What follows belongs to an exercise in optimizing a design on an open flow for small area, a short achievable clock period and few clock cycles per item; a production flow would make more cautious choices.
Only simulation tests tie the RTL to the original design; equivalence was not proved.
Power figures rest on the tool's default switching activity, not on a simulated workload.

==> flow/design.v, too long to show whole: its modules and the start of the top module <==
// module accumulator_multiplier: 2378 lines
module accumulator_multiplier
(
    input logic clock, reset,
    input logic [31:0] multiplicand, multiplier,
    output logic [63:0] out,
    output logic done
);
  // ...
==> flow/flow/run.sh <==
#!/bin/bash
# Own layout flow: the standard flow (standard.sh) with two changes.
# 1. Yosys's generic "abc -fast" pre-mapping inside synth is skipped (synth -noabc).
#    It scrambles the full-adder structure of the multiplier tree, so extract_fa then
#    maps the adders with an inverter on nearly every pin. The final ABC mapping and
#    the register set are the standard synthesis's.
# 2. The port buffers are buf_2 cells instead of the slow clkdlybuf4s50_1 that
#    buffer_ports picks by default; every port still gets its buffer.
set -euo pipefail
cd "$(dirname "$0")/.."
sed '1s/-noshare/-noshare -noabc/' synth_recipe.tcl > flow_synth.tcl
sed 's#/synth_recipe\.tcl#/flow_synth.tcl#g' standard.sh > flow_standard.sh
grep -q flow_synth.tcl flow_standard.sh
EXTRA=(BUFFER_PORTS_ARGS="-buffer_cell sky130_fd_sc_hd__buf_2")
bash flow_standard.sh "${EXTRA[@]}" synth > flow_synth.log 2>&1
bash flow_standard.sh "${EXTRA[@]}" finish > flow_layout.log 2>&1
test -s out/final.def
==> flow/standard.sh <==
#!/bin/bash
# synth_recipe.tcl (not shown) runs the flow's synth.tcl, then flattens the netlist and writes it again
# the make line also repeats each setting of config.mk as NAME=value (left out here)
make -C /OpenROAD-flow-scripts/flow DESIGN_CONFIG=/design/flow/config.mk WORK_HOME=/design/flow/orfs CLKGATE_MAP_FILE= SYNTH_SCRIPT=/design/flow/synth_recipe.tcl "${@:-finish}"
==> flow/config.mk <==
export PLATFORM = sky130hd
export DESIGN_NAME = accumulator_multiplier
export DESIGN_NICKNAME = accumulator_multiplier
export VERILOG_FILES = /design/flow/design.v
export SDC_FILE = /design/flow/constraint.sdc
export NUM_CORES = 4
export LEC_CHECK = 0
export ABC_AREA = 1
export CAP_MARGIN = 20
export CORE_MARGIN = 2
export CORE_UTILIZATION = 40
export SETUP_SLACK_MARGIN = 2.0
export SLEW_MARGIN = 20
==> flow/constraint.sdc <==
create_clock -name core_clock -period 6.0 [get_ports {clock}]
set_input_delay 1.2000 -clock core_clock [delete_from_list [all_inputs] [get_ports {clock}]]
set_output_delay 1.2000 -clock core_clock [all_outputs]
set_load 0.01 [all_outputs]
==> flow_summary.yaml, run 1 <==
final_layout:
  utilization: 0.5326
  fill_cells: 5418
  largest_class: "multi-input combinational cells"
  multi_input_area_share: 0.7187
  nNetsFinal: 3421
run_status:
  status: "timing/DRC/antenna clean"
yosys:
  synth.most_common_cell: "xor2_1"
  seq_area_frac_synth: 0.09952
  ys.flop_type: "dfxtp_1"
  synth_seq_cells: 127
  synth-simple-area-share: 0.04099
grt:
  grt_max_degree: 37
  grt_pass1_wl_mm: 143.7
  grt_usage: 0.2876
worst_setup_path:
  cp.required_ps: 6370
  cp.arrival_ps: 5050
  crit_end: "r_s997$_DFF_P_"
  cp-end-kind: "flop"
  cp_num_buf_inv: 4
clock_network:
  numCtsBuffers: 17
  tritoncts: "done"
  post-cts-setup-buffer-count: 151
power:
  pwr-share-clk: 0.058
  p_sw_uw: 9035
  leakagePower_uw: 0.01365
floorplanning:
  start_util: 0.4050
  die_h_um: 256.7
place:
  portBuffers: 130
drt:
  wl_mm: 94.68
  route.met3.wl_mm: 9.085
  via_per_inst: 6.001
job:
  cap_viol_max_count: 0
sta:
  rsz0062_at_grt: "yes"
Testbench counts, summed over its fixed seeds: cycles 4,800, items 2,400.
==> run 2: changes to the inputs <==
--- a/flow/config.mk
+++ b/flow/config.mk
@@ -10,4 +10,4 @@
 export CORE_MARGIN = 2
 export CORE_UTILIZATION = 40
-export SETUP_SLACK_MARGIN = 2.0
-export SLEW_MARGIN = 20
+export SETUP_SLACK_MARGIN = 1.0
+export SLEW_MARGIN = 70
==> run 2 against run 1 <==
Compared with the run above:
- clock-buffer cell count fell by 1
- worst setup slack got worse by 240 ps
- critical path depth fell by 2
- synthesized cell count did not move
- sequential share of layout area rose by 1.4 points
- die area did not move
- clock power barely moved
- critical endpoint is now r_s983$_DFF_P_
==> flow_summary.yaml, run 2 <==
clock_network:
  cts_num_sinks: 127
  clkTransAtPathRegs_ps: 60
  cts.hold.buffers_added: 0
  numCtsBuffers: 17
  htree_levels: 4
  cts_max_path_buffers: 2
  cts_root_buffer: "clkbuf_16"
  tritoncts: "done"
hold_path:
  min_path_type: "in -> reg"
sta:
  finalWorstSetupSlack_ps: 1086
  fin_crit_sh: 0.8190
  finalSetupViolCount: 0
  tightest_slew_ps: 468.4
  hold_violations: 0
  layout_min_cycle_time_ps: 4914
  slew-limit-headroom: 0.6873
  fmax_mhz: 203.5
  tns_ps: 0
  maxSlewViolCount: 0
  rsz0062_at_grt: "no"
drt:
  drtIter0Drc: 2289
  drt-pass1-iter-count: 8
  drc: 0
  antenna_left: 0
  wl_per_cell_um: 24.59
  via_per_inst: 5.941
  wl_mm: 84.43
  num_vias: 20400
final_layout:
  drive_gt1_frac: 0.1656
  area_growth_pct: 9.281
  final_cell_mix: "543 x xor2_1, 498 x fa_1, 493 x o22ai_1"
  nNetsFinal: 3252
  final_common_cell: "xor2_1"
worst_setup_path:
  cp-end-kind: "flop"
  cp.required_ps: 6370
  critPathMaxStageDelay_ps: 570
  path_cells: "buf_2, nor2_1, nor2_1, inv_2, o22ai_1, xor2_1, fa_1, fa_1, fa_1, fa_1, fa_1, fa_1"
  cp.arrival_ps: 5280
  crit_slowest_cell: "fa_1"
  cp_common_cell: "fa_1"
  path_class: "in -> reg"
  path_max_fanout: 15
  worstSetupStartpointType: "input pin"
floorplanning:
  dieArea_um2: 65910
  start_util: 0.4050
  die_h_um: 256.7
  core_area_um2: 63080
  rows: 92
  die_w_um: 256.7
  ios: 131
yosys:
  synthTopCellsByArea: "fa_1 39%, xor2_1 19%, o22ai_1 12%, dfxtp_1 10%, ha_1 5.6%"
  synth_edf_count: 0
  netlist_area_um2: 25550
  synth.most_common_cell: "xor2_1"
  ys.flop_type: "dfxtp_1"
  synth_top_area_cell: "fa_1"
  ys_warn_count: 1
  synth_top_area_share: 0.3910
  synth_fp_nets: 3270
  avgSynthCellArea_um2: 9.864
  synth_cell_types: 37
  synthCells: 2590
  async_reset_ff_frac: 0
  seq_area_frac_synth: 0.09952
  synth_seq_cells: 127
  synth_commonest_cells: "548 x xor2_1, 499 x fa_1, 496 x o22ai_1"
grt:
  grt_pass1_wl_mm: 131.2
  grt_usage: 0.2620
  grt_max_degree: 34
  grt-ovfl-total: 0
  antenna_found_initial: 6
  grt_pass1_vias: 21710
job:
  cap_viol_max_count: 0
run_status:
  status: "timing/DRC/antenna clean"
place:
  portBuffers: 130
  place_hpwl_mm: 65.88
  gp_congestion: 0.9888
  dp_slack_ps: 447.9
power:
  powerDensity_nw_per_um2: 564.2
  vdd_ir_drop_max_uv: 319.7
  leakagePower_uw: 0.01210
-- run 2: cell types whose count changed in the layout (fill, tap and decap cells not counted), moves of 39 or more --
cell | previous run | this run
o22ai_1 | 373 | 493
nand2_1 | 91 | 137
fa_1 | 291 | 498
buf_6 | 114 | 5
o22ai_4 | 43 | 0
xor2_2 | 55 | 4
buf_4 | 189 | 150
o22ai_2 | 80 | 3
fa_2 | 208 | 1
xor2_1 | 490 | 543
buf_2 | 81 | 128
-- run 2: worst max-delay path: cells and delay by family --
kind                     cells  cell delay [ps]
buffers and inverters        2              430
AND/OR/NAND/NOR              2              400
adder cells (fa/ha/maj)      6             2890
XOR/XNOR                     1              220
AO/OA/AOI/OAI                1              140
-- run 2: worst paths after layout --
path / from / end / slack (ps) / cells after the start
setup / recovery: multiplier[1] / r_s983$_DFF_P_ / 1090 / 12
hold / removal: multiplier[1] / r_neg_0$_DFF_P_ / 900 / 1
-- run 2: logic make-up after synthesis --
logic type	count (synthesis)	share of synthesized area
and+or+nand+nor	232	0.04099
DFF	127	0.09952
AOI/OAI and AO/OA	574	0.1402
xor gates and xnor gates	550	0.1885
buffers and inverters	493	0.08340
adders and majority gates	614	0.4473
-- run 2: layout make-up --
class / count / area, µm²
fill: 6106 / 35160
multi-input combinational: 1970 / 21130
sequential: 127 / 2542
timing repair buffer: 287 / 1897
tap: 846 / 1059
inverter: 169 / 646.9
clock buffer: 18 / 429.2
clock inverter: 14 / 203.9
antenna: 3 / 7.507
-- run 2: what timing repair did --
| item | in CTS | in global routing |
|---|---|---|
| buffers inserted | 0 | 3 |
| setup endpoints to repair | 1 | 24 |
| pin swaps | 0 | 2 |
| gates resized for setup | 1 | 12 |
-- run 2: layer usage --
| layer | wire length, µm | track usage |
|---|---|---|
| met5 | 8 | 0 |
| met2 | 40590 | 0.4278 |
| met1 | 30950 | 0.3218 |
| met3 | 8745 | 0.06940 |
| met4 | 4148 | 0.1260 |
-- run 2: power by group --
group | switching (µW) | internal [µW] | total (µW) | leakage, µW
Sequential | 276 | 1590 | 1870 | 0.00107
Clock | 456 | 700 | 1160 | 0.000304
Combinational | 7020 | 5710 | 12700 | 0.0107
-- run 2: metrics by stage --
stage / hold slack, ps / util / area [µm²] / power [µW] / cells
floorplan: 1228 / - / 25640 / 11830 / 2590
global placement: 1378 / 0.4281 / 27000 / 14590 / 3392
detailed placement: 1387 / 0.4309 / 27180 / 14930 / 3394
CTS: 853.4 / 0.4409 / 27810 / 16220 / 3426
global route: 882.9 / 0.4425 / 27910 / 17850 / 3432
finish: 897.2 / 0.4426 / 27920 / 15750 / 3434
==> run 3: changes to the inputs <==
--- a/flow/config.mk
+++ b/flow/config.mk
@@ -11,3 +11,3 @@
 export CORE_UTILIZATION = 40
 export SETUP_SLACK_MARGIN = 1.0
-export SLEW_MARGIN = 70
+export SLEW_MARGIN = 50
==> run 3 against run 2 <==
Compared with the run above:
- via count rose by 0.30%
- sequential power barely moved
- wire length up 0.14%
- worst hold slack worse by 19 ps
- first-iteration DRC count down 1.5%
- fmax down 0.70%
- power about the same
- core utilization fell by 0.066 points
- combinational power barely moved
- highest routed layer is now met4
==> flow_summary.yaml, run 3 <==
drt:
  antenna_left: 0
  via_per_inst: 5.949
  num_vias: 20460
  drc: 0
  wl_per_cell_um: 24.58
  wl_mm: 84.55
  drt-pass1-iter-count: 6
  drtIter0Drc: 2255
grt:
  grtUsageMet2: 0.4230
  grt-ovfl-total: 0
  antenna_found_initial: 5
  grt_util_met3: 0.07058
  grt_usage: 0.2612
  grt_pass1_wl_mm: 130.5
  grt-busiest-layer: "met2"
  grt_util_met1: 0.3200
  grt_pass1_vias: 21670
  grt_max_degree: 34
hold_path:
  min-delay-start: "multiplier[1]"
  min_path_type: "in -> reg"
yosys:
  async_reset_ff_frac: 0
  synth_top_area_share: 0.3910
  synth_fp_nets: 3270
  synth_cell_types: 37
  synth_commonest_cells: "548 x xor2_1, 499 x fa_1, 496 x o22ai_1"
  synthCells: 2590
  ys.flop_type: "dfxtp_1"
  netlist_area_um2: 25550
  seq_area_frac_synth: 0.09952
  synth_seq_cells: 127
  synth_top_area_cell: "fa_1"
  avgSynthCellArea_um2: 9.864
  synthTopCellsByArea: "fa_1 39%, xor2_1 19%, o22ai_1 12%, dfxtp_1 10%, ha_1 5.6%"
  ys_warn_count: 1
  synth_edf_count: 0
  synth.most_common_cell: "xor2_1"
worst_setup_path:
  worstSetupStartpointType: "input pin"
  cp.required_ps: 6360
  startpoint: "multiplier[3]"
  path_max_fanout: 10
  cp-end-kind: "flop"
  path_class: "in -> reg"
  cp.arrival_ps: 5310
final_layout:
  fill_cells: 6099
  nNetsFinal: 3259
  final_common_cell: "xor2_1"
  utilization: 0.4419
  final_cell_mix: "548 x xor2_1, 498 x fa_1, 493 x o22ai_1"
  drive_gt1_frac: 0.1590
  finalInstanceArea_um2: 27880
  multi_input_area_um2: 21050
  seqCellArea_um2: 2542
  area_growth_pct: 9.119
sta:
  rsz0062_at_grt: "yes"
  tns_ps: 0
  finalSetupViolCount: 0
  hold_violations: 0
  maxSlewViolCount: 0
  layout_min_cycle_time_ps: 4949
  slew-limit-headroom: 0.4800
  finalWorstSetupSlack_ps: 1051
  fin_crit_sh: 0.8248
  fmax_mhz: 202.1
  tightest_slew_ps: 779.2
clock_network:
  clkTransAtPathRegs_ps: 60
  numCtsBuffers: 17
  cts_num_sinks: 127
  cts_max_path_buffers: 2
  cts_root_buffer: "clkbuf_16"
  cts.hold.buffers_added: 0
  tritoncts: "done"
  htree_levels: 4
floorplanning:
  die_h_um: 256.7
  dieArea_um2: 65910
  rows: 92
  start_util: 0.4050
  die_w_um: 256.7
  ios: 131
  core_area_um2: 63080
place:
  gp_congestion: 0.9888
  place_hpwl_mm: 65.74
  place_area_um2: 27020
  dp_slack_ps: 431.3
  portBuffers: 130
power:
  vdd_ir_drop_max_uv: 350.9
  powerDensity_nw_per_um2: 564.5
  leakagePower_uw: 0.01212
job:
  cap_viol_max_count: 0
run_status:
  status: "timing/DRC/antenna clean"
run 3: cell counts after synthesis:
Identical to the previous run, type by type.
run 3: per-layer routing:
layer	vias up	wire length [µm]
met2	1311	40380
met3	286	8772
met5	-	0
met1	10300	31150
met4	0	4244
li1	8568	-
run 3: kinds of logic after synthesis:
| kind of cell | Yosys count | synth area share |
|---|---|---|
| compound gates | 574 | 0.1402 |
| flops | 127 | 0.09952 |
| fa+ha+maj | 614 | 0.4473 |
| xor+xnor | 550 | 0.1885 |
| simple gates | 232 | 0.04099 |
| buf+inv | 493 | 0.08340 |
run 3: timing repair:
item | in CTS | in global routing
resized for setup | 3 | 23
endpoints found under the setup margin | 2 | 34
buffers inserted | 3 | 11
pin swaps | 0 | 2
run 3: power breakdown:
part | internal (µW) | switching (µW)
combinational | 5710 | 7010
clock | 714 | 432
sequential | 1590 | 276
total | 8020 | 7720
run 3: critical path, stage by stage:
cell and delay [ps]:
buf_2 130, inv_1 100, o21ai_2 550, o22ai_1 170
xor2_1 240, fa_1 500, fa_1 560, fa_1 460
fa_1 400, fa_1 560, fa_1 420
run 3: final cells by class:
cell class                      count  area share
Tap cell                          846     0.03797
Clock inverter                     12    0.006508
Multi-Input combinational cell   1970      0.7549
Inverter                          169     0.02343
Clock buffer                       19     0.01625
Sequential cell                   127     0.09120
Timing Repair Buffer              294     0.06943
Antenna cell                        3   0.0002693
run 3: path summary, 6_finish.rpt:
path,endpoint,cells after the start
worst max-delay path,r_s983$_DFF_P_,11
worst min-delay path,r_neg_0$_DFF_P_,1
run 3: through the flow:
step / power (µW) / hold slack, ps / instances
6_report: 15740 / 878.4 / 3440
5_1_grt: 17830 / 851.4 / 3437
4_1_cts: 16190 / 833.2 / 3426
3_5_place_dp: 14930 / 1378 / 3392
3_3_place_gp: 14590 / 1378 / 3392
2_1_floorplan: 11830 / 1228 / 2590
==> run 4: changes to the inputs <==
--- a/flow/config.mk
+++ b/flow/config.mk
@@ -9,5 +9,5 @@
 export CAP_MARGIN = 20
 export CORE_MARGIN = 2
-export CORE_UTILIZATION = 40
+export CORE_UTILIZATION = 65
 export SETUP_SLACK_MARGIN = 1.0
-export SLEW_MARGIN = 50
+export SLEW_MARGIN = 20
==> run 4 against run 3 <==
Compared with the run above:
- critical path depth grew 2
- worst hold slack gained 22 ps
- core utilization grew 26 points
- critical endpoint is now r_s1005$_DFF_P_
- power grew 3.2%
- clock power grew 4%
- sequential power is essentially flat
- non-clock buffer count shrank 16
- cell count shrank 10%
- largest cell class unchanged
- wire length shrank 2.7%
- worst setup slack lost 33 ps
- combinational power grew 4%
==> flow_summary.yaml, run 4 <==
floorplanning:
  core_area_um2: 38740
  rows: 72
  start_util: 0.6595
  dieArea_um2: 40910
  die_h_um: 202.3
  ios: 131
  die_w_um: 202.3
clock_network:
  tritoncts: "done"
  numCtsBuffers: 17
  cts_num_sinks: 127
  clkTransAtPathRegs_ps: 70
  cts_root_buffer: "clkbuf_16"
  cts.hold.buffers_added: 0
  cts_max_path_buffers: 2
  htree_levels: 4
yosys:
  synth-simple-area-share: 0.04099
  synth_edf_count: 0
  synth-compound-area-share: 0.1402
  synthCells: 2590
  async_reset_ff_frac: 0
  synth_top_area_cell: "fa_1"
  ys_warn_count: 1
  synth.most_common_cell: "xor2_1"
  synth_cell_types: 37
  ys.flop_type: "dfxtp_1"
  synth_fa_ha_area_frac: 0.4473
  synth_commonest_cells: "548 x xor2_1, 499 x fa_1, 496 x o22ai_1"
  synth_top_family_by_area: "adder cells"
  netlist_area_um2: 25550
  avgSynthCellArea_um2: 9.864
  synth_seq_cells: 127
  synthTopCellsByArea: "fa_1 39%, xor2_1 19%, o22ai_1 12%, dfxtp_1 10%, ha_1 5.6%"
  synth.area.mux_share: 0
  synth_xor_area_frac: 0.1885
  synth_fp_nets: 3270
  synth_top_area_share: 0.3910
  seq_area_frac_synth: 0.09952
sta:
  hold_violations: 0
  fmax_mhz: 200.7
  rsz0062_at_grt: "yes"
  tns_ps: 0
  finalSetupViolCount: 0
  maxSlewViolCount: 0
  tightest_slew_ps: 1168
  fin_crit_sh: 0.8302
  layout_min_cycle_time_ps: 4981
  slew-limit-headroom: 0.2205
drt:
  wl_mm: 82.31
  drtIter0Drc: 2660
  antenna_left: 0
  via_per_inst: 6.658
  drc: 0
  drt-pass1-iter-count: 6
  num_vias: 20610
  wl_per_cell_um: 26.59
grt:
  grt_usage: 0.4173
  antenna_found_initial: 2
  grt_pass1_wl_mm: 127.2
  grt_pass1_vias: 21310
  grt-ovfl-total: 0
  grt_max_degree: 63
final_layout:
  final_cell_mix: "547 x xor2_1, 498 x fa_1, 493 x o22ai_1"
  drive_gt1_frac: 0.1498
  area_growth_pct: 7.023
  final_common_cell: "xor2_1"
  utilization: 0.7058
  nNetsFinal: 3243
worst_setup_path:
  path_class: "in -> reg"
  cp.required_ps: 6380
  cp.arrival_ps: 5360
  path_max_fanout: 9
  cp-end-kind: "flop"
  worstSetupStartpointType: "input pin"
place:
  place_hpwl_mm: 62.54
  gp_congestion: 0.9673
  portBuffers: 130
power:
  powerDensity_nw_per_um2: 594.2
  leakagePower_uw: 0.01205
  vdd_ir_drop_max_uv: 669.9
job:
  cap_viol_max_count: 0
run_status:
  status: "timing/DRC/antenna clean"
hold_path:
  min_path_type: "in -> reg"
run 4: cell counts after synthesis:
No cell type changed its count.
run 4: metal layers:
layer  vias up  wire length (µm)  track usage
met1     10220             32720       0.5998
met4         0              4028       0.1934
li1       8534                 -            -
met2      1583             35130       0.6009
met5         -                 0            0
met3       271             10420      0.09836
run 4: worst paths after layout:
check	from	end	cells after the start
worst max-delay path	multiplier[15]	r_s1005$_DFF_P_	13
worst min-delay path	multiplier[1]	r_neg_0$_DFF_P_	1
run 4: kinds of logic (layout without fill, tap and decap cells):
group | Yosys count | after routing
AO/OA/AOI/OAI | 574 | 574
XOR/XNOR | 550 | 550
adder cells (fa/ha/maj) | 614 | 614
buffers and inverters | 493 | 479
flip-flops | 127 | 127
other | 0 | 1
AND/OR/NAND/NOR | 232 | 232
run 4: cell type report:
class / count / area [µm²]
sequential: 127 / 2542
clock inverter: 11 / 178.9
fill: 3003 / 11390
inverter: 169 / 656.9
antenna: 1 / 2.502
tap: 518 / 648.1
multi-input combinational: 1970 / 21020
clock buffer: 21 / 470.5
timing repair buffer: 278 / 1823
run 4: what timing repair did:
item | in CTS | in global routing
setup buffers | 6 | 8
setup endpoints to repair | 4 | 31
pin swaps | 0 | 1
gates resized for setup | 2 | 22
endpoints found under the hold margin | 0 | 0
run 4: per-stage QoR:
stage | worst slack, ps | area [µm²] | power, µW | cells | hold slack, ps
final | 1019 | 27340 | 16250 | 3095 | 900.5
after global routing | 967.7 | 27340 | 18020 | 3094 | 867.6
after detailed placement | 444.6 | 26480 | 14840 | 3048 | 1392
after floorplan | 994.9 | 25640 | 11830 | 2590 | 1228
after CTS | 1008 | 27190 | 16270 | 3086 | 861.1
after global placement | 552.9 | 26480 | 14160 | 3048 | 1386
run 4: power by group:
part	internal, µW	total [µW]	switching [µW]
sequential	1590	1900	305
clock	730	1200	466
combinational	5860	13200	7290
total	8180	16200	8060
run 4: critical path: stages:
cell and delay [ps]:
buf_2 200, nor2_1 150, nor2_1 240, clkinvlp_4 140
buf_4 180, o22ai_1 210, xor2_1 340, ha_1 330
fa_1 460, fa_1 450, fa_1 460, fa_1 570
fa_1 430
==> run 5: changes to the inputs <==
--- a/flow/config.mk
+++ b/flow/config.mk
@@ -10,4 +10,4 @@
 export CORE_MARGIN = 2
 export CORE_UTILIZATION = 65
-export SETUP_SLACK_MARGIN = 1.0
+export SETUP_SLACK_MARGIN = 1.3
 export SLEW_MARGIN = 20
==> run 5 against run 4 <==
Compared with the run above:
- power grew 2.4%
- critical path type unchanged
- first-iteration DRC count shrank 3.0%
- sequential power is essentially flat
- via count grew 3.2%
- worst hold slack gained 180 ps
- synthesized cell count is the same
- area after synthesis is the same
- clock power shrank 7%
==> flow_summary.yaml, run 5 <==
sta:
  layout_min_cycle_time_ps: 4712
  slew-limit-headroom: 0.3621
  tightest_slew_ps: 955.8
  fmax_mhz: 212.2
  hold_slack_ps: 1081
  maxSlewViolCount: 0
  finalWorstSetupSlack_ps: 1288
  finalSetupViolCount: 0
  fin_crit_sh: 0.7854
  hold_violations: 0
  tns_ps: 0
  rsz0062_at_grt: "yes"
drt:
  wl_per_cell_um: 28.05
  via_per_inst: 6.791
  drt-pass1-iter-count: 6
  drtIter0Drc: 2581
  drc: 0
  wl_mm: 87.87
  antenna_left: 0
  num_vias: 21270
worst_setup_path:
  worstSetupStartpointType: "input pin"
  path_cells: "clkbuf_4, nor2_4, o21ai_4, buf_12, o22ai_2, xor2_1, fa_1, fa_1, fa_1, fa_2, fa_1, fa_2"
  cp_common_cell: "fa_1"
  path_class: "in -> reg"
  cp.arrival_ps: 5050
  cp.required_ps: 6340
  crit_slowest_cell: "fa_1"
  cp-end-kind: "flop"
  critPathMaxStageDelay_ps: 580
  path_max_fanout: 7
yosys:
  synth_seq_cells: 127
  synth_edf_count: 0
  synthCells: 2590
  async_reset_ff_frac: 0
  synth_cell_types: 37
  synth.most_common_cell: "xor2_1"
  ys_warn_count: 1
  synth_top_area_share: 0.3910
  seq_area_frac_synth: 0.09952
  ys.flop_type: "dfxtp_1"
  synth_top_area_cell: "fa_1"
  synth_fp_nets: 3270
  netlist_area_um2: 25550
  synth_commonest_cells: "548 x xor2_1, 499 x fa_1, 496 x o22ai_1"
  synthTopCellsByArea: "fa_1 39%, xor2_1 19%, o22ai_1 12%, dfxtp_1 10%, ha_1 5.6%"
  avgSynthCellArea_um2: 9.864
hold_path:
  min_path_cells: 3
  min_path_type: "in -> reg"
place:
  place_hpwl_mm: 62.93
  portBuffers: 130
  dp_slack_ps: 335.4
  gp_congestion: 0.9842
  place_area_um2: 26870
clock_network:
  htree_levels: 4
  cts_root_buffer: "clkbuf_16"
  tritoncts: "done"
  numCtsBuffers: 17
  cts_max_path_buffers: 2
  cts.hold.buffers_added: 0
  clkTransAtPathRegs_ps: 70
  cts_num_sinks: 127
final_layout:
  area_growth_pct: 12.80
  drive_gt1_frac: 0.2201
  nNetsFinal: 3280
  final_cell_mix: "536 x xor2_1, 457 x fa_1, 452 x o22ai_1"
  finalInstanceArea_um2: 28820
  fill_cells: 2831
  final_common_cell: "xor2_1"
run_status:
  status: "timing/DRC/antenna clean"
floorplanning:
  core_area_um2: 38740
  dieArea_um2: 40910
  die_w_um: 202.3
  ios: 131
  rows: 72
  start_util: 0.6595
  die_h_um: 202.3
power:
  vdd_ir_drop_max_uv: 553.1
  powerDensity_nw_per_um2: 577.3
  power.total_uw: 16640
  leakagePower_uw: 0.01248
grt:
  grt_pass1_vias: 21760
  grt_pass1_wl_mm: 131.2
  grt-ovfl-total: 0
  grt_max_degree: 40
  antenna_found_initial: 5
  grt_usage: 0.4281
job:
  cap_viol_max_count: 0
run 5: cell counts after synthesis:
No cell type changed its count.
run 5: report_power, final:
| group | internal (µW) | switching [µW] |
|---|---|---|
| clock network | 647 | 475 |
| logic | 6140 | 7470 |
| registers | 1590 | 309 |
| total | 8380 | 8260 |
run 5: logic make-up after synthesis:
group                      count (synthesis)  share of synthesized area
adders and majority gates                614                     0.4473
AOI/OAI and AO/OA                        574                     0.1402
xor gates and xnor gates                 550                     0.1885
buffers and inverters                    493                    0.08340
and+or+nand+nor                          232                    0.04099
DFF                                      127                    0.09952
run 5: timing repair:
action / in CTS / in global routing
gates resized for setup: 48 / 131
buffers inserted: 16 / 29
endpoints found under the setup margin: 62 / 43
cloned: 2 / 6
pin swaps: 8 / 37
run 5: area by class of cell:
type                    count  area (µm²)  share of cell area
multi-input cells        1970       21780              0.7559
repair buffers            312        2486             0.08627
well taps                 518       648.1             0.02249
inverters                 169       732.0             0.02540
clock buffers              21       470.5             0.01633
clock inverters            11       127.6            0.004429
flip-flops and latches    127        2542             0.08823
diodes                      1       2.502          0.00008684
repair inverters            3       23.77           0.0008249
run 5: worst max-delay path, delay by kind of cell:
family | cells | cell delay (ps)
AND/OR/NAND/NOR | 1 | 80
adder cells (fa/ha/maj) | 6 | 2910
buffers and inverters | 2 | 370
XOR/XNOR | 1 | 190
AO/OA/AOI/OAI | 2 | 300
run 5: per-stage QoR:
stage / cells / util
after floorplan: 2590 / -
after global placement: 3046 / 0.6937
after detailed placement: 3046 / 0.6937
after CTS: 3096 / 0.7195
after global routing: 3131 / 0.7439
final: 3132 / 0.7439
run 5: routing by layer:
metal  part of all wire  track usage  vias to the layer above
li1                   -            -                     8602
met2               0.43       0.6234                     1759
met3               0.14       0.1283                      351
met4              0.050       0.1874                        8
met5             0.0012            0                        -
met1               0.38       0.5951                    10550
run 5: path summary, 6_finish.rpt:
check	startpoint	endpoint
setup / recovery	multiplier[1]	r_s987$_DFF_P_
hold / removal	multiplier[3]	r_pp_1_0$_DFF_P_
==> run 6: changes to the inputs <==
--- a/flow/config.mk
+++ b/flow/config.mk
@@ -9,5 +9,5 @@
 export CAP_MARGIN = 20
 export CORE_MARGIN = 2
-export CORE_UTILIZATION = 65
-export SETUP_SLACK_MARGIN = 1.3
+export CORE_UTILIZATION = 40
+export SETUP_SLACK_MARGIN = 1.0
 export SLEW_MARGIN = 20
==> run 6 against run 5 <==
Compared with the run above:
- power is 6.1% lower
- clock-buffer cell count is 2 lower
- largest cell class unchanged
- worst setup slack worse by 230 ps
==> flow_summary.yaml, run 6 <==
yosys:
  synth_fa_ha_area_frac: 0.4473
  synth-simple-area-share: 0.04099
  synth.most_common_cell: "xor2_1"
  synth-compound-area-share: 0.1402
  synth.area.mux_share: 0
  synth_top_area_cell: "fa_1"
  async_reset_ff_frac: 0
  ys_warn_count: 1
  synth_edf_count: 0
  netlist_area_um2: 25550
  avgSynthCellArea_um2: 9.864
  synthCells: 2590
  synth_cell_types: 37
  synth_seq_cells: 127
  synth_commonest_cells: "548 x xor2_1, 499 x fa_1, 496 x o22ai_1"
  synth_fp_nets: 3270
  synth_top_area_share: 0.3910
  synth_top_family_by_area: "adder cells"
  seq_area_frac_synth: 0.09952
  ys.flop_type: "dfxtp_1"
  synthTopCellsByArea: "fa_1 39%, xor2_1 19%, o22ai_1 12%, dfxtp_1 10%, ha_1 5.6%"
  synth_xor_area_frac: 0.1885
clock_network:
  cts_num_sinks: 127
  numCtsBuffers: 17
  cts.hold.buffers_added: 0
  cts_max_path_buffers: 2
  htree_levels: 4
  tritoncts: "done"
  clkTransAtPathRegs_ps: 60
  cts_root_buffer: "clkbuf_16"
hold_path:
  min_path_type: "in -> reg"
  min_path_cells: 1
run_status:
  status: "timing/DRC/antenna clean"
floorplanning:
  dieArea_um2: 65910
  ios: 131
  core_area_um2: 63080
  start_util: 0.4050
  rows: 92
  die_w_um: 256.7
  die_h_um: 256.7
drt:
  drc: 0
  wl_per_cell_um: 24.66
  drt-pass1-iter-count: 9
  via_per_inst: 5.951
  drtIter0Drc: 2103
  antenna_left: 0
  num_vias: 20460
  wl_mm: 84.78
job:
  cap_viol_max_count: 0
worst_setup_path:
  path_cells: "buf_2, nand2_1, inv_1, nor2_4, clkinvlp_4, o22ai_1, xor2_1, fa_1, fa_1, fa_1, fa_1, fa_1, fa_1"
  path_delay_family: "adder cells"
  cp_common_cell: "fa_1"
  critPathMaxStageDelay_ps: 570
  cp.required_ps: 6370
  critical_path_depth: 13
  cp-end-kind: "flop"
  path_max_fanout: 5
  cp_num_buf_inv: 3
  worstSetupStartpointType: "input pin"
  cp.arrival_ps: 5310
  path_class: "in -> reg"
  crit_slowest_cell: "fa_1"
sta:
  tightest_slew_ps: 1037
  finalWorstSetupSlack_ps: 1058
  maxSlewViolCount: 0
  tns_ps: 0
  finalSetupViolCount: 0
  slew-limit-headroom: 0.3082
  fin_crit_sh: 0.8237
  fmax_mhz: 202.3
  hold_violations: 0
  layout_min_cycle_time_ps: 4942
  rsz0062_at_grt: "no"
final_layout:
  drive_gt1_frac: 0.1557
  final_cell_mix: "548 x xor2_1, 498 x fa_1, 493 x o22ai_1"
  final_common_cell: "xor2_1"
  nNetsFinal: 3257
  area_growth_pct: 8.811
power:
  powerDensity_nw_per_um2: 562.1
  vdd_ir_drop_max_uv: 332.9
  leakagePower_uw: 0.01210
place:
  place_hpwl_mm: 65.72
  portBuffers: 130
  gp_congestion: 0.9888
  dp_slack_ps: 412.4
grt:
  antenna_found_initial: 4
  grt_max_degree: 34
  grt_usage: 0.2618
  grt_pass1_vias: 21540
  grt-ovfl-total: 0
  grt_pass1_wl_mm: 130.8
==> run 6: kinds of logic after synthesis <==
| family | after synthesis |
|---|---|
| adders and majority gates | 614 |
| AOI/OAI and AO/OA | 574 |
| xor gates and xnor gates | 550 |
| buffers and inverters | 493 |
| and+or+nand+nor | 232 |
| DFF | 127 |
==> run 6: report_power, final <==
group	switching [µW]	internal [µW]
combinational	7000	5690
sequential	275	1590
clock	436	629
==> run 6: layer usage <==
| layer | GRT usage | part of all wire |
|---|---|---|
| met2 | 0.4235 | 0.47 |
| met1 | 0.3267 | 0.37 |
| met3 | 0.06089 | 0.099 |
| met5 | 0 | 0.00013 |
| met4 | 0.1350 | 0.056 |
==> run 6: area by class of cell <==
type / instances / area, µm²
fill: 6143 / 35280
clock inverter: 12 / 133.9
clock buffer: 19 / 452.9
antenna: 3 / 7.507
timing repair inverter: 1 / 7.507
inverter: 169 / 648.1
tap: 846 / 1059
timing repair buffer: 291 / 1913
sequential: 127 / 2542
multi-input combinational: 1970 / 21040
==> run 6: worst paths after layout <==
kind                          start         endpoint
worst max-delay path  multiplier[1]   r_s983$_DFF_P_
worst min-delay path  multiplier[1]  r_neg_0$_DFF_P_
==> run 6: metrics by stage <==
stage / util / power [µW] / cells / hold slack (ps) / cell area [µm²]
after global routing: 0.4407 / 17710 / 3437 / 870.1 / 27800
after detailed placement: 0.4281 / 14910 / 3392 / 1382 / 27000
after floorplan: - / 11830 / 2590 / 1228 / 25640
after global placement: 0.4281 / 14590 / 3392 / 1378 / 27000
after CTS: 0.4379 / 16090 / 3426 / 844.4 / 27620
final: 0.4407 / 15630 / 3438 / 879.3 / 27800
==> run 6: repair_timing <==
action                                  in CTS  in global routing
setup buffers                                3                  8
cloned                                       0                  1
pin swaps                                    0                  2
endpoints found under the setup margin       9                 37
gates resized for setup                      3                 26
==> run 7: changes to the inputs <==
--- a/flow/config.mk
+++ b/flow/config.mk
@@ -10,4 +10,5 @@
 export CORE_MARGIN = 2
 export CORE_UTILIZATION = 40
+export CTS_BUF_LIST = sky130_fd_sc_hd__clkbuf_4 sky130_fd_sc_hd__clkbuf_8
 export SETUP_SLACK_MARGIN = 1.0
 export SLEW_MARGIN = 20
==> run 7 against run 6 <==
Compared with the run above:
- still clean on timing, DRC and antenna
- first-iteration DRC count is 1.0% higher
- worst setup slack worse by 27 ps
- via count is 0.17% higher
- sequential power hardly changed
- non-clock buffer count is 6 lower
- fmax is 0.54% lower
- combinational power hardly changed
- synthesized cell count stayed put
- clock-buffer cell count stayed put
- worst hold slack worse by 83 ps
- area after synthesis stayed put
- power is 1.7% lower
- critical endpoint unchanged
- largest cell class unchanged
- largest power group unchanged
==> flow_summary.yaml, run 7 <==
place:
  portBuffers: 130
  place_hpwl_mm: 65.72
  dp_slack_ps: 412.4
  gp_congestion: 0.9888
sta:
  layout_min_cycle_time_ps: 4969
  maxSlewViolCount: 0
  rsz0062_at_grt: "no"
  tns_ps: 0
  finalWorstSetupSlack_ps: 1031
  fmax_mhz: 201.2
  finalSetupViolCount: 0
  hold_slack_ps: 796.0
  tightest_slew_ps: 1073
  hold_violations: 0
  fin_crit_sh: 0.8282
  slew-limit-headroom: 0.2840
final_layout:
  area_growth_pct: 7.674
  nNetsFinal: 3250
  final_cell_mix: "548 x xor2_1, 498 x fa_1, 493 x o22ai_1"
  utilization: 0.4361
  fill_cells: 6174
  seqCellArea_um2: 2542
  drive_gt1_frac: 0.1495
  final_common_cell: "xor2_1"
  multi_input_area_um2: 20990
drt:
  wirelength_met1_mm: 31.77
  antenna_left: 0
  drtIter0Drc: 2124
  num_vias: 20490
  via_per_inst: 5.975
  drc: 0
  route.met3.wl_mm: 8.340
  dr_wl_met2_mm: 40.15
  highest_layer: "met5"
  wl_per_cell_um: 24.66
  wl_mm: 84.58
  drt-pass1-iter-count: 8
hold_path:
  min_path_cells: 1
  min_path_type: "in -> reg"
  min-delay-start: "multiplier[1]"
  hold_path_end: "r_neg_0$_DFF_P_"
yosys:
  synth.most_common_cell: "xor2_1"
  avgSynthCellArea_um2: 9.864
  synthCells: 2590
  synth_top_area_cell: "fa_1"
  synth_top_family_by_area: "adder cells"
  netlist_area_um2: 25550
  synth_seq_cells: 127
  seq_area_frac_synth: 0.09952
  synth_commonest_cells: "548 x xor2_1, 499 x fa_1, 496 x o22ai_1"
  async_reset_ff_frac: 0
  synth_fa_ha_area_frac: 0.4473
  synth-simple-area-share: 0.04099
  synth_fp_nets: 3270
  synth_top_area_share: 0.3910
  synthTopCellsByArea: "fa_1 39%, xor2_1 19%, o22ai_1 12%, dfxtp_1 10%, ha_1 5.6%"
  synth_edf_count: 0
  ys_warn_count: 1
  synth-compound-area-share: 0.1402
  synth_cell_types: 37
  ys.flop_type: "dfxtp_1"
  synth.area.mux_share: 0
  synth_xor_area_frac: 0.1885
grt:
  grt_max_degree: 34
  antenna_found_initial: 4
  grt_usage: 0.2607
  grt_pass1_wl_mm: 130.6
  grt-ovfl-total: 0
  grt_pass1_vias: 21470
floorplanning:
  start_util: 0.4050
  core_area_um2: 63080
  rows: 92
  ios: 131
  dieArea_um2: 65910
  die_w_um: 256.7
  die_h_um: 256.7
clock_network:
  cts.hold.buffers_added: 0
  cts_max_path_buffers: 2
  tritoncts: "done"
  numCtsBuffers: 17
  cts_num_sinks: 127
  clkTransAtPathRegs_ps: 80
  cts_root_buffer: "clkbuf_8"
  htree_levels: 4
worst_setup_path:
  worstSetupStartpointType: "input pin"
  path_class: "in -> reg"
  cp-end-kind: "flop"
  path_max_fanout: 9
  cp.required_ps: 6450
  cp.arrival_ps: 5420
power:
  powerDensity_nw_per_um2: 558.3
  vdd_ir_drop_max_uv: 290.5
  leakagePower_uw: 0.01198
  power.total_uw: 15360
job:
  cap_viol_max_count: 0
run_status:
  status: "timing/DRC/antenna clean"
run 7: what timing repair did:
action,in CTS,in global routing
setup endpoints to repair,0,25
gates resized for setup,0,12
setup buffers,0,5
run 7: layer usage:
| metal | GRT usage | vias up |
|---|---|---|
| met3 | 0.06940 | 289 |
| met2 | 0.4252 | 1300 |
| met4 | 0.1151 | 2 |
| met5 | 0 | - |
| li1 | - | 8550 |
| met1 | 0.3245 | 10350 |
run 7: metrics by stage:
step,instances,area (µm²)
after floorplan,2590,25640
after global placement,3392,27000
after detailed placement,3392,27000
after CTS,3423,27400
after global routing,3429,27510
final,3430,27510
run 7: layout make-up:
type | instances | share of cell area
clock inverter | 12 | 0.004867
clock buffer | 19 | 0.009506
sequential | 127 | 0.09242
timing repair buffer | 285 | 0.06823
multi-input combinational | 1970 | 0.7628
inverter | 169 | 0.02347
antenna | 2 | 0.0001819
tap | 846 | 0.03848
run 7: cell families (layout without fill, tap and decap cells):
family / count (synthesis) / in the layout
adder cells (fa/ha/maj): 614 / 614
buffers and inverters: 493 / 485
AO/OA/AOI/OAI: 574 / 574
XOR/XNOR: 550 / 550
other: 0 / 2
AND/OR/NAND/NOR: 232 / 232
flip-flops: 127 / 127
run 7: where the power goes:
part,internal (µW),total [µW],switching [µW]
Sequential,1590,1870,274
Clock,390,793,403
Combinational,5700,12700,7000
run 7: critical path, cell delays in order:
cell	delay, ps
buf_2	130
nand2_1	80
inv_1	60
nor2_1	220
clkinvlp_4	300
o22ai_1	250
xor2_1	240
fa_1	490
fa_1	560
fa_1	460
fa_1	410
fa_1	570
fa_1	420
run 7: worst max path at each step:
stage | depth (start not counted) | slack (ps) | start | to
6_report | 13 | 1030 | multiplier[1] | r_s983$_DFF_P_
5_1_grt | 13 | 980 | multiplier[1] | r_s983$_DFF_P_
2_1_floorplan | 14 | 990 | multiplier[3] | r_s995$_DFF_P_
3_5_place_dp | 11 | 410 | multiplier[15] | r_s993$_DFF_P_
4_1_cts | 12 | 1070 | multiplier[15] | r_s985$_DFF_P_
3_3_place_gp | 12 | 460 | multiplier[15] | r_s993$_DFF_P_
==> run 8: changes to the inputs <==
--- a/flow/flow/run.sh
+++ b/flow/flow/run.sh
@@ -5,5 +5,5 @@
 #    maps the adders with an inverter on nearly every pin. The final ABC mapping and
 #    the register set are the standard synthesis's.
-# 2. The port buffers are buf_2 cells instead of the slow clkdlybuf4s50_1 that
+# 2. The port buffers are buf_1 cells instead of the slow clkdlybuf4s50_1 that
 #    buffer_ports picks by default; every port still gets its buffer.
 set -euo pipefail
@@ -12,5 +12,5 @@
 sed 's#/synth_recipe\.tcl#/flow_synth.tcl#g' standard.sh > flow_standard.sh
 grep -q flow_synth.tcl flow_standard.sh
-EXTRA=(BUFFER_PORTS_ARGS="-buffer_cell sky130_fd_sc_hd__buf_2")
+EXTRA=(BUFFER_PORTS_ARGS="-buffer_cell sky130_fd_sc_hd__buf_1")
 bash flow_standard.sh "${EXTRA[@]}" synth > flow_synth.log 2>&1
 bash flow_standard.sh "${EXTRA[@]}" finish > flow_layout.log 2>&1
--- a/flow/config.mk
+++ b/flow/config.mk
@@ -10,5 +10,4 @@
 export CORE_MARGIN = 2
 export CORE_UTILIZATION = 40
-export CTS_BUF_LIST = sky130_fd_sc_hd__clkbuf_4 sky130_fd_sc_hd__clkbuf_8
 export SETUP_SLACK_MARGIN = 1.0
 export SLEW_MARGIN = 20
==> run 8 against run 7 <==
Compared with the run above:
- sequential share of layout area hardly changed
- synthesized cell count stayed put
- global-route usage is 0.66 points higher
- non-clock buffer count is 3 lower
- clock-buffer cell count is 1 lower
- die area stayed put
- first-iteration DRC count is 4.9% lower
- cell area is 0.10% higher
- area after synthesis stayed put
- critical path type unchanged
- via count is 0.88% lower
- cell count is 0.12% lower
==> flow_summary.yaml, run 8 <==
yosys:
  synth_fa_ha_area_frac: 0.4473
  synth_cell_types: 37
  synth_xor_area_frac: 0.1885
  synth-simple-area-share: 0.04099
  seq_area_frac_synth: 0.09952
  synth.area.mux_share: 0
  synth_commonest_cells: "548 x xor2_1, 499 x fa_1, 496 x o22ai_1"
  synth.most_common_cell: "xor2_1"
  ys.flop_type: "dfxtp_1"
  ys_warn_count: 1
  netlist_area_um2: 25550
  synth_top_area_cell: "fa_1"
  synth_fp_nets: 3270
  synth_edf_count: 0
  synthTopCellsByArea: "fa_1 39%, xor2_1 19%, o22ai_1 12%, dfxtp_1 10%, ha_1 5.6%"
  synth-compound-area-share: 0.1402
  synth_seq_cells: 127
  synth_top_family_by_area: "adder cells"
  synthCells: 2590
  async_reset_ff_frac: 0
  avgSynthCellArea_um2: 9.864
  synth_top_area_share: 0.3910
drt:
  drt-pass1-iter-count: 6
  drtIter0Drc: 2020
  wl_mm: 86.27
  drc: 0
  antenna_left: 0
  wl_per_cell_um: 25.18
  via_per_inst: 5.929
  num_vias: 20310
power:
  vdd_ir_drop_max_uv: 345.1
  pwr-share-comb: 0.811
  sw_frac_of_total: 0.5056
  seq_power_share: 0.121
  p_int_uw: 7641
  pwr-share-clk: 0.068
  powerDensity_nw_per_um2: 561.2
  leakagePower_uw: 0.01175
  p_sw_uw: 7813
worst_setup_path:
  cp.required_ps: 6390
  path_max_fanout: 21
  cp.arrival_ps: 5310
  worstSetupStartpointType: "input pin"
  cp-end-kind: "flop"
  path_class: "in -> reg"
final_layout:
  final_cell_mix: "548 x xor2_1, 495 x fa_1, 491 x o22ai_1"
  area_growth_pct: 7.787
  fill_cells: 6158
  diodes: 0
  final_common_cell: "xor2_1"
  nNetsFinal: 3247
  finalInstanceArea_um2: 27540
  drive_gt1_frac: 0.1066
floorplanning:
  start_util: 0.4050
  die_h_um: 256.7
  ios: 131
  core_area_um2: 63080
  die_w_um: 256.7
  rows: 92
  dieArea_um2: 65910
sta:
  fmax_mhz: 203.2
  finalSetupViolCount: 0
  hold_violations: 0
  rsz0062_at_grt: "yes"
  tightest_slew_ps: 941.0
  maxSlewViolCount: 0
  tns_ps: 0
  layout_min_cycle_time_ps: 4920
  fin_crit_sh: 0.8201
  finalWorstSetupSlack_ps: 1080
  slew-limit-headroom: 0.3720
grt:
  grt-ovfl-total: 0
  grt_pass1_wl_mm: 133.4
  antenna_found_initial: 3
  grt_usage: 0.2673
  grt_pass1_vias: 21770
  grt_max_degree: 40
clock_network:
  tritoncts: "done"
  cts_num_sinks: 127
  htree_levels: 4
  cts_max_path_buffers: 2
  cts_root_buffer: "clkbuf_16"
  clkTransAtPathRegs_ps: 70
  numCtsBuffers: 17
place:
  place_area_um2: 26870
  place_hpwl_mm: 66.01
  portBuffers: 130
  gp_congestion: 0.9790
  dp_slack_ps: 426.7
hold_path:
  min_path_type: "in -> reg"
job:
  cap_viol_max_count: 0
run_status:
  status: "timing/DRC/antenna clean"
==> run 8: cell counts after synthesis <==
No cell type changed its count.
==> run 8: power by group through the flow <==
stage | sequential (µW) | combinational (µW) | clock (µW)
5_1_grt | 1920 | 14500 | 1110
2_1_floorplan | 1810 | 10000 | 0
4_1_cts | 1880 | 12800 | 1080
3_3_place_gp | 1880 | 12500 | 0
3_5_place_dp | 1890 | 12800 | 0
6_report | 1870 | 12500 | 1050
==> run 8: logic make-up (layout without fill, tap and decap cells) <==
| logic type | count (synthesis) | after routing |
|---|---|---|
| flops | 127 | 127 |
| xor+xnor | 550 | 550 |
| fa+ha+maj | 614 | 614 |
| buf+inv | 493 | 483 |
| compound gates | 574 | 574 |
| simple gates | 232 | 232 |
==> run 8: area by class of cell <==
class                           instances  area (µm²)  area share
Tap cell                              846        1059     0.03844
Clock buffer                           18       429.2     0.01558
Multi-Input combinational cell       1970       21010      0.7631
Clock inverter                         14       137.6    0.004998
Timing Repair Buffer                  282        1720     0.06247
Inverter                              169       636.9     0.02313
Sequential cell                       127        2542     0.09233
==> run 8: final timing paths <==
path | from | cells past startpoint | to
worst max-delay path | multiplier[11] | 14 | r_s991$_DFF_P_
worst min-delay path | multiplier[0] | 3 | r_pp_0_0$_DFF_P_
==> run 8: timing repair <==
action	4_1_cts	5_1_grt
gates resized for setup	4	23
setup buffers	0	2
pin swaps	0	5
hold buffers	0	0
endpoints found under the setup margin	4	31
==> run 8: metrics by stage <==
stage               total power, µW  hold WS, ps  std cells    util
global route                  17480        961.1       3426  0.4365
detailed placement            14660         1486       3392  0.4260
finish                        15450        956.7       3426  0.4365
global placement              14390         1470       3392  0.4260
floorplan                     11830         1228       2590       -
CTS                           15800        937.9       3424  0.4350
==> run 8: critical path, stage by stage <==
cell and delay [ps]:
buf_2 240, nand2_1 120, inv_1 90, nor2_1 50
inv_1 90, buf_6 240, o22ai_1 130, xor2_1 290
fa_1 490, fa_1 520, fa_1 450, fa_1 430
fa_1 540, fa_1 400
==> run 8: metal layers <==
layer	share of wire	up-vias	GRT usage
li1	-	8534	-
met1	0.38	10250	0.3341
met2	0.48	1206	0.4291
met3	0.091	314	0.06505
met4	0.055	6	0.1391
met5	0.00030	-	0

-- static timing again, ports no longer ideal --
Ports are ideal in the flow. The routed layouts listed here were re-timed in OpenROAD. Step 1: set_driving_cell puts a clkbuf_16 on clock and a buf_2 on each other input, an assumption about the parent block. Step 2, shift: input delay + t, output delay - t, t = (earliest + latest rising clock arrival at the registers) / 2. This alone moves slack from input paths to output paths. Three values: ideal ports, drivers, drivers and shift; two values: the first two.
run	t, ns	setup slack, ns	worst setup path at the end
run 1	0.554	1.324 / 1.327 / 0.772	input to register
run 2	0.551	1.086 / 1.009 / 0.458	input to register
run 3	0.551	1.051 / 0.960 / 0.409	input to register
run 4	0.567	1.019 / 1.018 / 0.452	input to register
run 5	0.531	1.288 / 1.302 / 0.771	input to register
run 6	0.558	1.058 / 0.999 / 0.441	input to register
run 7	0.633	1.031 / 0.956 / 0.323	input to register
run 8	0.562	1.080 / 0.951 / 0.389	input to register
After both steps setup and hold are still met in every run listed. The setup slack of run 7, which loses most, moves by -0.075 ns with the drivers and by -0.708 ns with both steps.
